Source: an optimization exercise on an open RTL-to-GDS flow (aim: a short achievable clock period and few clock cycles). Production flows keep margins and buffers that such runs may drop.
For this run, only the layout was checked, not whether the RTL still works.
Power and IR drop assume default switching activity.

File: design/flow/config.mk
export PLATFORM = sky130hd
export DESIGN_NAME = CPU
export DESIGN_NICKNAME = CPU
export VERILOG_FILES = /design/flow/design.v
export SDC_FILE = /design/flow/constraint.sdc
export NUM_CORES = 4
export LEC_CHECK = 0
export CAP_MARGIN = 20
export CORE_MARGIN = 2
export CORE_UTILIZATION = 40
export SETUP_SLACK_MARGIN = 0.8
export SLEW_MARGIN = 20
File: design/flow/constraint.sdc
create_clock -name core_clock -period 14.0 [get_ports {clk}]
set_input_delay 2.8000 -clock core_clock [delete_from_list [all_inputs] [get_ports {clk}]]
set_output_delay 2.8000 -clock core_clock [all_outputs]
set_load 0.01 [all_outputs]
File: design/flow/design.v
module ALU(
    input [4:0] ALUCtrl,
    input Sign,
    input [31:0] in1,
    input [31:0] in2,
    output reg [31:0] out,
    output reg zero
);
    parameter ADD = 5'd0;
    parameter SUB = 5'd1;
    parameter AND = 5'd2;
    parameter OR = 5'd3;
    parameter XOR = 5'd4;
    parameter NOR = 5'd5;
    parameter SL = 5'd6;
    parameter SR = 5'd7;
    parameter COMP = 5'd8;
    parameter DC = 5'd9;    
    always@* 
    begin
        case(ALUCtrl)
            ADD: begin
                out <= in1 + in2;
                zero <= 1'b0;
            end
            SUB: begin
                out <= in1 - in2;
                if(in1 == in2) zero <= 1'b1;
                else zero <= 1'b0;
            end
            AND: begin
                out <= in1 & in2;
                zero <= 1'b0;
            end
            OR: begin
                out <= in1 | in2;
                zero <= 1'b0;
            end
            XOR: begin
                out <= in1 ^ in2;
                zero <= 1'b0;
            end
            NOR: begin
                out <= ~(in1 | in2);
                zero <= 1'b0;
            end
            SL: begin
                out <= in2 << in1;
                zero <= 1'b0;
            end
            SR: begin
                if(Sign) out <= $signed(in2) >>> $signed(in1);
                else out <= in2 >> in1;
                zero <= 1'b0;
            end
            COMP: begin
                if(Sign) out <= $signed(in1) < $signed(in2) ;
                else out <= in1 < in2;
                zero <= 1'b0;
            end
            default: begin
                out <= 32'b0;
                zero <= 1'b0;
            end
        endcase
    end
endmodule
module ALUControl(
        input [5:0] OpCode,
        input [5:0] Funct,
        output reg [4:0] ALUCtrl,
        output reg Sign
    );
    parameter ADD = 5'd0;
    parameter SUB = 5'd1;
    parameter AND = 5'd2;
    parameter OR = 5'd3;
    parameter XOR = 5'd4;
    parameter NOR = 5'd5;
    parameter SL = 5'd6;
    parameter SR = 5'd7;
    parameter COMP = 5'd8;
    parameter DC = 5'd9;    
    always@*
        begin
            case(OpCode)
                6'h23: begin
                    ALUCtrl <= ADD;
                    Sign <= 1'b1;
                end
                6'h2b: begin
                    ALUCtrl <= ADD;
                    Sign <= 1'b1;
                end
                6'h0f: begin
                    ALUCtrl <= ADD;
                    Sign <= 1'b0;
                end
                6'h08: begin
                    ALUCtrl <= ADD;
                    Sign <= 1'b1;
                end
                6'h09: begin
                    ALUCtrl <= ADD;
                    Sign <= 1'b0;
                end
                6'h0c: begin
                    ALUCtrl <= AND;
                    Sign <= 1'b0;
                end
                6'h0a: begin
                    ALUCtrl <= COMP;
                    Sign <= 1'b1;
                end
                6'h0b: begin
                    ALUCtrl <= COMP;
                    Sign <= 1'b0;
                end
                6'h04: begin
                    ALUCtrl <= SUB;
                    Sign <= 1'b0;    
                end
                6'h00: begin
                    case(Funct)
                        6'h20: begin
                            ALUCtrl <= ADD;
                            Sign <= 1'b1;
                        end
                        6'h21: begin
                            ALUCtrl <= ADD;
                            Sign <= 1'b0;
                        end
                        6'h22: begin
                            ALUCtrl <= SUB;
                            Sign <= 1'b1;
                        end
                        6'h23: begin
                            ALUCtrl <= SUB;
                            Sign <= 1'b0;
                        end
                        6'h24: begin
                            ALUCtrl <= AND;
                            Sign <= 1'b0;
                        end
                        6'h25: begin
                            ALUCtrl <= OR;
                            Sign <= 1'b0;
                        end
                        6'h26: begin
                            ALUCtrl <= XOR;
                            Sign <= 1'b0;
                        end
                        6'h27: begin
                            ALUCtrl <= NOR;
                            Sign <= 1'b0;
                        end
                        6'h00: begin
                            ALUCtrl <= SL;
                            Sign <= 1'b0;
                        end
                        6'h02: begin
                            ALUCtrl <= SR;
                            Sign <= 1'b0;
                        end
                        6'h03: begin
                            ALUCtrl <= SR;
                            Sign <= 1'b1;
                        end
                        6'h2a: begin
                            ALUCtrl <= COMP;
                            Sign <= 1'b1;
                        end
                        6'h2b: begin
                            ALUCtrl <= COMP;
                            Sign <= 1'b0;
                        end
                        default: begin
                            ALUCtrl <= DC;
                            Sign <= 1'b0;
                        end
                    endcase
                end
                default: begin
                    ALUCtrl <= DC;
                    Sign <= 1'b0;
                end
            endcase
        end
endmodule
module Control(OpCode, Funct,
	PCSrc, Branch, RegWrite, RegDst, 
	MemRead, MemWrite, MemtoReg, 
	ALUSrc1, ALUSrc2, ExtOp, LuOp);
	input [5:0] OpCode;
	input [5:0] Funct;
	output [1:0] PCSrc;
	output Branch;
	output RegWrite;
	output [1:0] RegDst;
	output MemRead;
	output MemWrite;
	output [1:0] MemtoReg;
	output ALUSrc1;
	output ALUSrc2;
	output ExtOp;
	output LuOp;
	reg [1:0] PCSrc;
	reg Branch;
	reg RegWrite;
	reg [1:0] RegDst;
	reg MemRead;
	reg MemWrite;
	reg [1:0] MemtoReg;
	reg ALUSrc1;
	reg ALUSrc2;
	reg ExtOp;
	reg LuOp;
	always@*
        begin
            PCSrc <= 2'b00;
            Branch <= 1'b0;
            RegWrite <= 1'b0;
            RegDst <= 2'b00;
            MemRead <= 1'b0;
            MemWrite <= 1'b0;
            MemtoReg <= 2'b00;
            ALUSrc1 <= 1'b0;
            ALUSrc2 <= 1'b0;
            ExtOp <= 1'b0;
            LuOp <= 1'b0;
            case(OpCode)
                6'h23: begin
					PCSrc <= 2'b00;
					Branch <= 1'b0;
					RegWrite <= 1'b1;
					RegDst <= 2'b01;
					MemRead <= 1'b1;
					MemWrite <= 1'b0;
					MemtoReg <= 2'b01;
					ALUSrc1 <= 1'b0;
					ALUSrc2 <= 1'b1;
					ExtOp <= 1'b1;
					LuOp <= 1'b0;
                end
                6'h2b: begin
					PCSrc <= 2'b00;
					Branch <= 1'b0;
					RegWrite <= 1'b0;
					MemRead <= 1'b0;
					MemWrite <= 1'b1;
					ALUSrc1 <= 1'b0;
					ALUSrc2 <= 1'b1;
					ExtOp <= 1'b1;
					LuOp <= 1'b0;
                end
                6'h0f: begin
					PCSrc <= 2'b00;
					Branch <= 1'b0;
					RegWrite <= 1'b1;
					RegDst <= 2'b01;
					MemRead <= 1'b0;
					MemWrite <= 1'b0;
					MemtoReg <= 2'b00;
					ALUSrc1 <= 1'b0;
					ALUSrc2 <= 1'b1;
					LuOp <= 1'b1;
                end
                6'h08: begin
					PCSrc <= 2'b00;
					Branch <= 1'b0;
					RegWrite <= 1'b1;
					RegDst <= 2'b01;
					MemRead <= 1'b0;
					MemWrite <= 1'b0;
					MemtoReg <= 2'b00;
					ALUSrc1 <= 1'b0;
					ALUSrc2 <= 1'b1;
					ExtOp <= 1'b1;
					LuOp <= 1'b0;
                end
                6'h09: begin
					PCSrc <= 2'b00;
					Branch <= 1'b0;
					RegWrite <= 1'b1;
					RegDst <= 2'b01;
					MemRead <= 1'b0;
					MemWrite <= 1'b0;
					MemtoReg <= 2'b00;
					ALUSrc1 <= 1'b0;
					ALUSrc2 <= 1'b1;
					ExtOp <= 1'b1;
					LuOp <= 1'b0;
                end
                6'h0c: begin
                    PCSrc <= 2'b00;
					Branch <= 1'b0;
					RegWrite <= 1'b1;
					RegDst <= 2'b01;
					MemRead <= 1'b0;
					MemWrite <= 1'b0;
					MemtoReg <= 2'b00;
					ALUSrc1 <= 1'b0;
					ALUSrc2 <= 1'b1;
					ExtOp <= 1'b0;
					LuOp <= 1'b0;
                end
                6'h0a: begin
                    PCSrc <= 2'b00;
					Branch <= 1'b0;
					RegWrite <= 1'b1;
					RegDst <= 2'b01;
					MemRead <= 1'b0;
					MemWrite <= 1'b0;
					MemtoReg <= 2'b00;
					ALUSrc1 <= 1'b0;
					ALUSrc2 <= 1'b1;
					ExtOp <= 1'b1;
					LuOp <= 1'b0;
                end
                6'h0b: begin
                    PCSrc <= 2'b00;
					Branch <= 1'b0;
					RegWrite <= 1'b1;
					RegDst <= 2'b01;
					MemRead <= 1'b0;
					MemWrite <= 1'b0;
					MemtoReg <= 2'b00;
					ALUSrc1 <= 1'b0;
					ALUSrc2 <= 1'b1;
					ExtOp <= 1'b1;
					LuOp <= 1'b0;
                end
                6'h04: begin
                    PCSrc <= 2'b00;
					Branch <= 1'b1;
					RegWrite <= 1'b0;
					MemRead <= 1'b0;
					MemWrite <= 1'b0;
					ALUSrc1 <= 1'b0;
					ALUSrc2 <= 1'b0;
					ExtOp <= 1'b1;
					LuOp <= 1'b0;
                end
				6'h02: begin
					PCSrc <= 2'b10;
					Branch <= 1'b0;
					RegWrite <= 1'b0;
					MemRead <= 1'b0;
					MemWrite <= 1'b0;
                end
				6'h03: begin
					PCSrc <= 2'b10;
					Branch <= 1'b0;
					RegWrite <= 1'b1;
					RegDst <= 2'b10;
					MemRead <= 1'b0;
					MemWrite <= 1'b0;
					MemtoReg <= 2'b10;
                end
                6'h00: begin
                    case(Funct)
                        6'h20: begin
							PCSrc <= 2'b00;
							Branch <= 1'b0;
							RegWrite <= 1'b1;
							RegDst <= 2'b00;
							MemRead <= 1'b0;
							MemWrite <= 1'b0;
							MemtoReg <= 2'b00;
							ALUSrc1 <= 1'b0;
							ALUSrc2 <= 1'b0;
                        end
                        6'h21: begin
							PCSrc <= 2'b00;
							Branch <= 1'b0;
							RegWrite <= 1'b1;
							RegDst <= 2'b00;
							MemRead <= 1'b0;
							MemWrite <= 1'b0;
							MemtoReg <= 2'b00;
							ALUSrc1 <= 1'b0;
							ALUSrc2 <= 1'b0;
                        end
                        6'h22: begin
							PCSrc <= 2'b00;
							Branch <= 1'b0;
							RegWrite <= 1'b1;
							RegDst <= 2'b00;
							MemRead <= 1'b0;
							MemWrite <= 1'b0;
							MemtoReg <= 2'b00;
							ALUSrc1 <= 1'b0;
							ALUSrc2 <= 1'b0;
                        end
                        6'h23: begin
							PCSrc <= 2'b00;
							Branch <= 1'b0;
							RegWrite <= 1'b1;
							RegDst <= 2'b00;
							MemRead <= 1'b0;
							MemWrite <= 1'b0;
							MemtoReg <= 2'b00;
							ALUSrc1 <= 1'b0;
							ALUSrc2 <= 1'b0;
                        end
                        6'h24: begin
							PCSrc <= 2'b00;
							Branch <= 1'b0;
							RegWrite <= 1'b1;
							RegDst <= 2'b00;
							MemRead <= 1'b0;
							MemWrite <= 1'b0;
							MemtoReg <= 2'b00;
							ALUSrc1 <= 1'b0;
							ALUSrc2 <= 1'b0;
                        end
                        6'h25: begin
							PCSrc <= 2'b00;
							Branch <= 1'b0;
							RegWrite <= 1'b1;
							RegDst <= 2'b00;
							MemRead <= 1'b0;
							MemWrite <= 1'b0;
							MemtoReg <= 2'b00;
							ALUSrc1 <= 1'b0;
							ALUSrc2 <= 1'b0;
                        end
                        6'h26: begin
							PCSrc <= 2'b00;
							Branch <= 1'b0;
							RegWrite <= 1'b1;
							RegDst <= 2'b00;
							MemRead <= 1'b0;
							MemWrite <= 1'b0;
							MemtoReg <= 2'b00;
							ALUSrc1 <= 1'b0;
							ALUSrc2 <= 1'b0;
                        end
                        6'h27: begin
							PCSrc <= 2'b00;
							Branch <= 1'b0;
							RegWrite <= 1'b1;
							RegDst <= 2'b00;
							MemRead <= 1'b0;
							MemWrite <= 1'b0;
							MemtoReg <= 2'b00;
							ALUSrc1 <= 1'b0;
							ALUSrc2 <= 1'b0;
                        end
                        6'h00: begin
							PCSrc <= 2'b00;
							Branch <= 1'b0;
							RegWrite <= 1'b1;
							RegDst <= 2'b00;
							MemRead <= 1'b0;
							MemWrite <= 1'b0;
							MemtoReg <= 2'b00;
							ALUSrc1 <= 1'b1;
							ALUSrc2 <= 1'b0;
                        end
                        6'h02: begin
							PCSrc <= 2'b00;
							Branch <= 1'b0;
							RegWrite <= 1'b1;
							RegDst <= 2'b00;
							MemRead <= 1'b0;
							MemWrite <= 1'b0;
							MemtoReg <= 2'b00;
							ALUSrc1 <= 1'b1;
							ALUSrc2 <= 1'b0;
                        end
                        6'h03: begin
							PCSrc <= 2'b00;
							Branch <= 1'b0;
							RegWrite <= 1'b1;
							RegDst <= 2'b00;
							MemRead <= 1'b0;
							MemWrite <= 1'b0;
							MemtoReg <= 2'b00;
							ALUSrc1 <= 1'b1;
							ALUSrc2 <= 1'b0;
                        end
                        6'h2a: begin
							PCSrc <= 2'b00;
							Branch <= 1'b0;
							RegWrite <= 1'b1;
							RegDst <= 2'b00;
							MemRead <= 1'b0;
							MemWrite <= 1'b0;
							MemtoReg <= 2'b00;
							ALUSrc1 <= 1'b0;
							ALUSrc2 <= 1'b0;
                        end
                        6'h2b: begin
							PCSrc <= 2'b00;
							Branch <= 1'b0;
							RegWrite <= 1'b1;
							RegDst <= 2'b00;
							MemRead <= 1'b0;
							MemWrite <= 1'b0;
							MemtoReg <= 2'b00;
							ALUSrc1 <= 1'b0;
							ALUSrc2 <= 1'b0;
                        end
						6'h08: begin
							PCSrc <= 2'b11;
							Branch <= 1'b0;
							RegWrite <= 1'b0;
							MemRead <= 1'b0;
							MemWrite <= 1'b0;
                        end
						6'h09: begin
							PCSrc <= 2'b11;
							Branch <= 1'b0;
							RegWrite <= 1'b1;
							RegDst <= 2'b00;
							MemRead <= 1'b0;
							MemWrite <= 1'b0;
							MemtoReg <= 2'b10;
                        end
                        default: begin
                        end
                    endcase
                end
                default: begin
                end
            endcase
        end
endmodule
module RegisterFile(reset, clk, RegWrite, Read_register1, Read_register2, Write_register, Write_data, Read_data1, Read_data2, v0, a0, sp, ra);
	input reset, clk;
	input RegWrite;
	input [4:0] Read_register1, Read_register2, Write_register;
	input [31:0] Write_data;
	output [31:0] Read_data1, Read_data2;
	output [31:0] v0, a0, sp, ra;
	reg [31:0] RF_data[31:1];
	assign Read_data1 = (Read_register1 == 5'b00000)? 32'h00000000: RF_data[Read_register1];
	assign Read_data2 = (Read_register2 == 5'b00000)? 32'h00000000: RF_data[Read_register2];
	assign v0 = RF_data[2];
	assign a0 = RF_data[4];
	assign sp = RF_data[29];
	assign ra = RF_data[31];
	integer i;
	always @(posedge reset or posedge clk)
		if (reset)
			for (i = 1; i < 32; i = i + 1)
				RF_data[i] <= 32'h00000000;
		else if (RegWrite && (Write_register != 5'b00000))
			RF_data[Write_register] <= Write_data;
endmodule
module CPU(reset, clk, PC, Instruction, MemAddr, MemWData, MemRead, MemWrite, MemRData, v0, a0, sp, ra);
	input reset, clk;
	output reg [31:0] PC;
	input [31:0] Instruction;
	output [31:0] MemAddr, MemWData;
	output MemRead, MemWrite;
	input [31:0] MemRData;
	output [31:0] v0, a0, sp, ra;
    wire [5:0] OpCode;
    wire [4:0] Rs;
    wire [4:0] Rt;
    wire [4:0] Rd;
    wire [4:0] Shamt;
    wire [5:0] Funct;
    wire [15:0] imm;
    wire [25:0] target;
    assign OpCode = Instruction[31:26];
    assign Rs = Instruction[25:21];
    assign Rt = Instruction[20:16];
    assign Rd = Instruction[15:11];
    assign Shamt = Instruction[10:6];
    assign Funct = Instruction[5:0];
    assign imm = Instruction[15:0];
    assign target = Instruction[25:0];
    wire [1:0] RegDst;
	wire [1:0] PCSrc;
	wire Branch;
	wire MemRead;
	wire [1:0] MemtoReg;
	wire ExtOp;
	wire LuOp;
	wire MemWrite;
	wire ALUSrc1;
	wire ALUSrc2;
	wire RegWrite;
    Control myCont(OpCode, Funct, PCSrc, Branch, RegWrite, RegDst, MemRead, MemWrite, MemtoReg, ALUSrc1, ALUSrc2, ExtOp, LuOp);
    wire [31:0] imm_ext;
    assign imm_ext = {ExtOp? {16{imm[15]}} : 16'h0000, imm};  
    wire [4:0] Write_register;
    wire [31:0] Write_reg_data;
    wire [31:0] Read_data1;
    wire [31:0] Read_data2;
    assign Write_register = RegDst == 2'b00 ? Rd:
                            RegDst == 2'b01 ? Rt: 5'b11111;  
    RegisterFile myRF(reset, clk, RegWrite, Rs, Rt, Write_register, Write_reg_data, Read_data1, Read_data2, v0, a0, sp, ra);
    wire [4:0] ALUCtrl;
    wire Sign;
    wire [31:0] in1;
    wire [31:0] in2;
    wire [31:0] out;
    wire zero;
    assign in1 = ALUSrc1 ? {17'b0, Shamt} : Read_data1;  
    assign in2 = ALUSrc2 ? (LuOp ? {imm, 16'b0} : imm_ext) : Read_data2;    
    ALUControl myALUC(OpCode, Funct, ALUCtrl, Sign);
    ALU myALU(ALUCtrl, Sign, in1, in2, out, zero);
    wire [31:0] Write_mem_data;
    wire [31:0] Read_mem_data;
    assign Write_mem_data = Read_data2;
    assign MemAddr = out;
    assign MemWData = Write_mem_data;
    assign Read_mem_data = MemRead ? MemRData : 32'h00000000;
    wire [31:0] PC_plus_4;
    assign Write_reg_data = MemtoReg == 2'b00 ? out :
                            MemtoReg == 2'b01 ? Read_mem_data : PC_plus_4;
    wire [31:0] PC_next;
    always @(posedge reset or posedge clk)
    begin
        if(reset) PC <= 32'b0;
        else PC <= PC_next;
    end
    assign PC_plus_4 = PC + 4;
    assign PC_next = PCSrc == 2'b00 ? (zero && Branch ? PC_plus_4 + {imm_ext[29:0], 2'b00} : PC_plus_4):    
                    PCSrc == 2'b10 ? {PC_plus_4[31:28], Instruction[25:0], 2'b00}: Read_data1; 
endmodule
File: design/flow/run.sh
#!/bin/bash
# synth_recipe.tcl (not shown) runs the flow's synth.tcl, then flattens the netlist and writes it again
# the make line also repeats each setting of config.mk as NAME=value (left out here)
make -C /OpenROAD-flow-scripts/flow DESIGN_CONFIG=/design/flow/config.mk WORK_HOME=/design/flow/orfs CLKGATE_MAP_FILE= SYNTH_SCRIPT=/design/flow/synth_recipe.tcl finish
==> out/metrics.csv <==
metric,value,unit
total wire length,516,mm
endpoints failing setup,0,
cts bufs inserted,113,
DRC,0,
Antenna Nets Post-Route,0,
commonest cells in the netlist,"nand3_1, dfrtp_1, nand2_1",
Mapped Cells,8779,
total number of yosys warnings,6,
io pins,292,
Pwr Density,128,nW/um^2
fin crit share,95.9,%
final instance area,82300,um^2
slowest cell on the critical path,and3b_2,
area grow syn2layout,15.9,%
first drt pass iteration count,10,
Die Area,181000,um^2
# port buffers,291,
Worst-Skew Late Latency,0.85,ns
core area,176000,um^2
first-pass GRT wire length,690,mm
CTS tree,done,
cell row count,154,
Placed Instance Area,78100,um^2
pin count of the biggest net entering global routing,167,
routed vias/inst,7.62,
sequential area share after synthesis,36.1,%
Tot GR Track Use,55.3,%
CTS sink count,1024,
"IR drop worst, VDD",0.113,mV
Die Y,425,um
cell taking the most area after synthesis,dfrtp_1,
Die Wd,425,um
"Net Count, Synth",8981,
Layout Nets,9022,
"Critical Path, Cell by Cell","buf_2, buf_4, and3b_2, buf_4, and3_1, a2111oi_0, nor4bb_1, a211oi_1, nor2_1, ha_1, o21bai_1, a21oi_1, o21ai_0, a221oi_1, o211ai_1, o21ai_0, o2111ai_1, a2111oi_0, nand4_1, or2_2, clkdlybuf4s50_1",
Synth area leaders,"dfrtp_1, nand3_1, nand2_1",
placed wire-length estimate,370,mm
CP arrival,10.63,ns
DR iter-0 viols,17044,
Clock transition at path regs,0.07,ns
area fraction of the dominant cell type after synthesis,36.1,%
Worst-Margin Slew,1.33,ns
min-delay worst type,reg2reg,
Syn Area/Cell,8.09,um^2
pins over their slew limit,0,
cts hold-fix bufs,0,
"Worst Path Class, Setup",in2out,
H-tree lvl count,3,
number of enable flip-flop cells after synthesis,0,
"Power, Total",0.0105,W
Synth async-reset ratio,100,%
startpoint types,input port,
crit-path max cell delay,0.75,ns
synthesized flop and latch total,1024,
Worst Setup End Kind,primary output,
Netlist cell types,109,
"Hold Vio Cnt, Final",0,
Critical Path RT,11.20,ns
Mapped Area,71000,um^2
Initial Util,40.3,%
max-cap check violation count,0,
WL per Instance,45.8,um
vias in the first global route,78578,
layout cells sized above 1,14.6,%
Fill cells,17446,
max_slew headroom,10.2,%
final setup TNS,0,ns
highest clock rate,74.4,MHz
routability cong.,1.10,
vias,85929,
Static Leak,35.4,nW
initial antenna violation count,54,
RSZ-0062 raised after global routing,true,
root buffer cell,clkbuf_16,
final worst path period need,13.43,ns
gr ovfl total,0,
clock skew,0.0752,ns
Crit Path Max Fanout,28,
Most used DFF post-synth,dfrtp_1,
Longest Clk Path Bufs,3,
status,"complete, no violations",
"count leader, synth",nand3_1,
==> kinds of logic after synthesis <==
group | Yosys count | share of synthesized area, %
AND/OR/NAND/NOR | 3738 | 25.8
flip-flops | 1024 | 36.1
multiplexers | 384 | 6.18
adder cells (fa/ha/maj) | 136 | 2.43
AO/OA/AOI/OAI | 2385 | 22.5
XOR/XNOR | 77 | 0.950
buffers and inverters | 1035 | 6.12
==> final timing paths <==
kind	from	end	slack, ns	depth (start not counted)
max	Instruction[18]	MemAddr[31]	0.57	21
min	myRF.RF_data[23][6]	myRF.RF_data[23][6]	0.51	2
max reg2reg	myRF.RF_data[17][3]	myRF.RF_data[23][14]	6.29	24
min reg2reg	myRF.RF_data[23][6]	myRF.RF_data[23][6]	0.51	2
max in group asynchronous	reset	myRF.RF_data[13][26]	8.45	5
min in group asynchronous	reset	myRF.RF_data[1][3]	2.46	2
==> metal layers <==
metal | global-route usage [%] | wire length [um] | vias to the layer above
met4 | 49.5 | 59400 | 34
met3 | 23.5 | 76100 | 2657
met1 | 64.6 | 177000 | 41934
met2 | 76.6 | 204000 | 8373
met5 | 0.661 | 569 | -
li1 | - | - | 32931
==> where the power goes <==
group          leakage (nW)  total (W)  internal, W  switching (W)
sequential             14.0    0.00393      0.00331       0.000622
clock                  1.89    0.00323      0.00182        0.00141
combinational          19.5    0.00338      0.00107        0.00231
==> worst max-delay path, delay by kind of cell <==
kind	cells	cell delay [ns]
AO/OA/AOI/OAI	10	3.01
AND/OR/NAND/NOR	6	2.20
buffers and inverters	4	1.91
adder cells (fa/ha/maj)	1	0.56
==> metrics by stage <==
stage          cells  setup slack, ns  utilization, %  hold slack (ns)
4_1_cts        11244            0.773            46.5            0.506
3_3_place_gp   11037            0.215            44.3            0.480
3_5_place_dp   11040            0.277            44.3            0.492
5_1_grt        11255            0.702            46.6            0.533
6_report       11284            0.567            46.7            0.508
2_1_floorplan   8779            -2.91               -            0.455
==> repair_timing <==
action | in CTS | in global routing
buffers inserted | 0 | 2
endpoints found under the setup margin | 7 | 11
resized for setup | 4 | 19
pin swaps | 0 | 2
cloned | 0 | 1
==> cell usage in the layout (no fill, tap or decap), drive strengths merged, types with 32 or more instances in the layout <==
master,count
nor2,603
o21ai,598
clkbuf,163
a31oi,138
nor3,185
a211oi,52
a21o,135
clkdlybuf4s50,281
o31ai,51
a41oi,73
a22o,47
a2111oi,97
or3,34
dfrtp,1024
a221oi,38
xnor2,49
mux2i,99
a21oi,442
and2,46
a22oi,242
nand4,322
o211ai,53
mux2,269
and3,168
nor4,120
buf,541
o22ai,133
a221o,32
diode,35
ha,133
inv,139
nand3,1175
nand2,880
==> registers in the layout (all words and copies together), names as in the netlist <==
signal        flops
PC               32
myRF.RF_data    992
==> area by class of cell <==
type                       instances  area, um^2  area share (%)
multi-input combinational       6721       42100            51.1
sequential                      1024       25600            31.1
timing repair buffer             822        7170            8.71
clock buffer                     163        3330            4.04
tap                             2340        2930            3.56
clock inverter                    41         551           0.669
inverter                         138         527           0.640
antenna                           35        87.6           0.106

==> separate check: timing with driven ports <==
The results above use ideal ports. As a check the final layout listed here was re-extracted and re-timed, cells and wires unchanged.
Step 1: set_driving_cell puts a clkbuf_16 on clk and a buf_2 on each other input, an assumption about the parent block.
Step 2 also shifts input and output timing later by t, the mid clock arrival at the registers, as if the neighbouring blocks saw the same clock.
Three values: no drivers, after step 1, after step 2; two values: the first two.
t (ns): 0.924
setup WS [ns]: 0.567 / 0.520 / 0.520
hold WS [ns]: 0.508 / 0.508 / 0.508
worst register clock-pin slew, ns: 0.07 / 0.07
cell pins on the clock port's net: 1
After both steps this run still meets setup and hold. For this run, drivers alone change the setup slack by -0.047 ns; drivers and shift together by -0.047 ns.
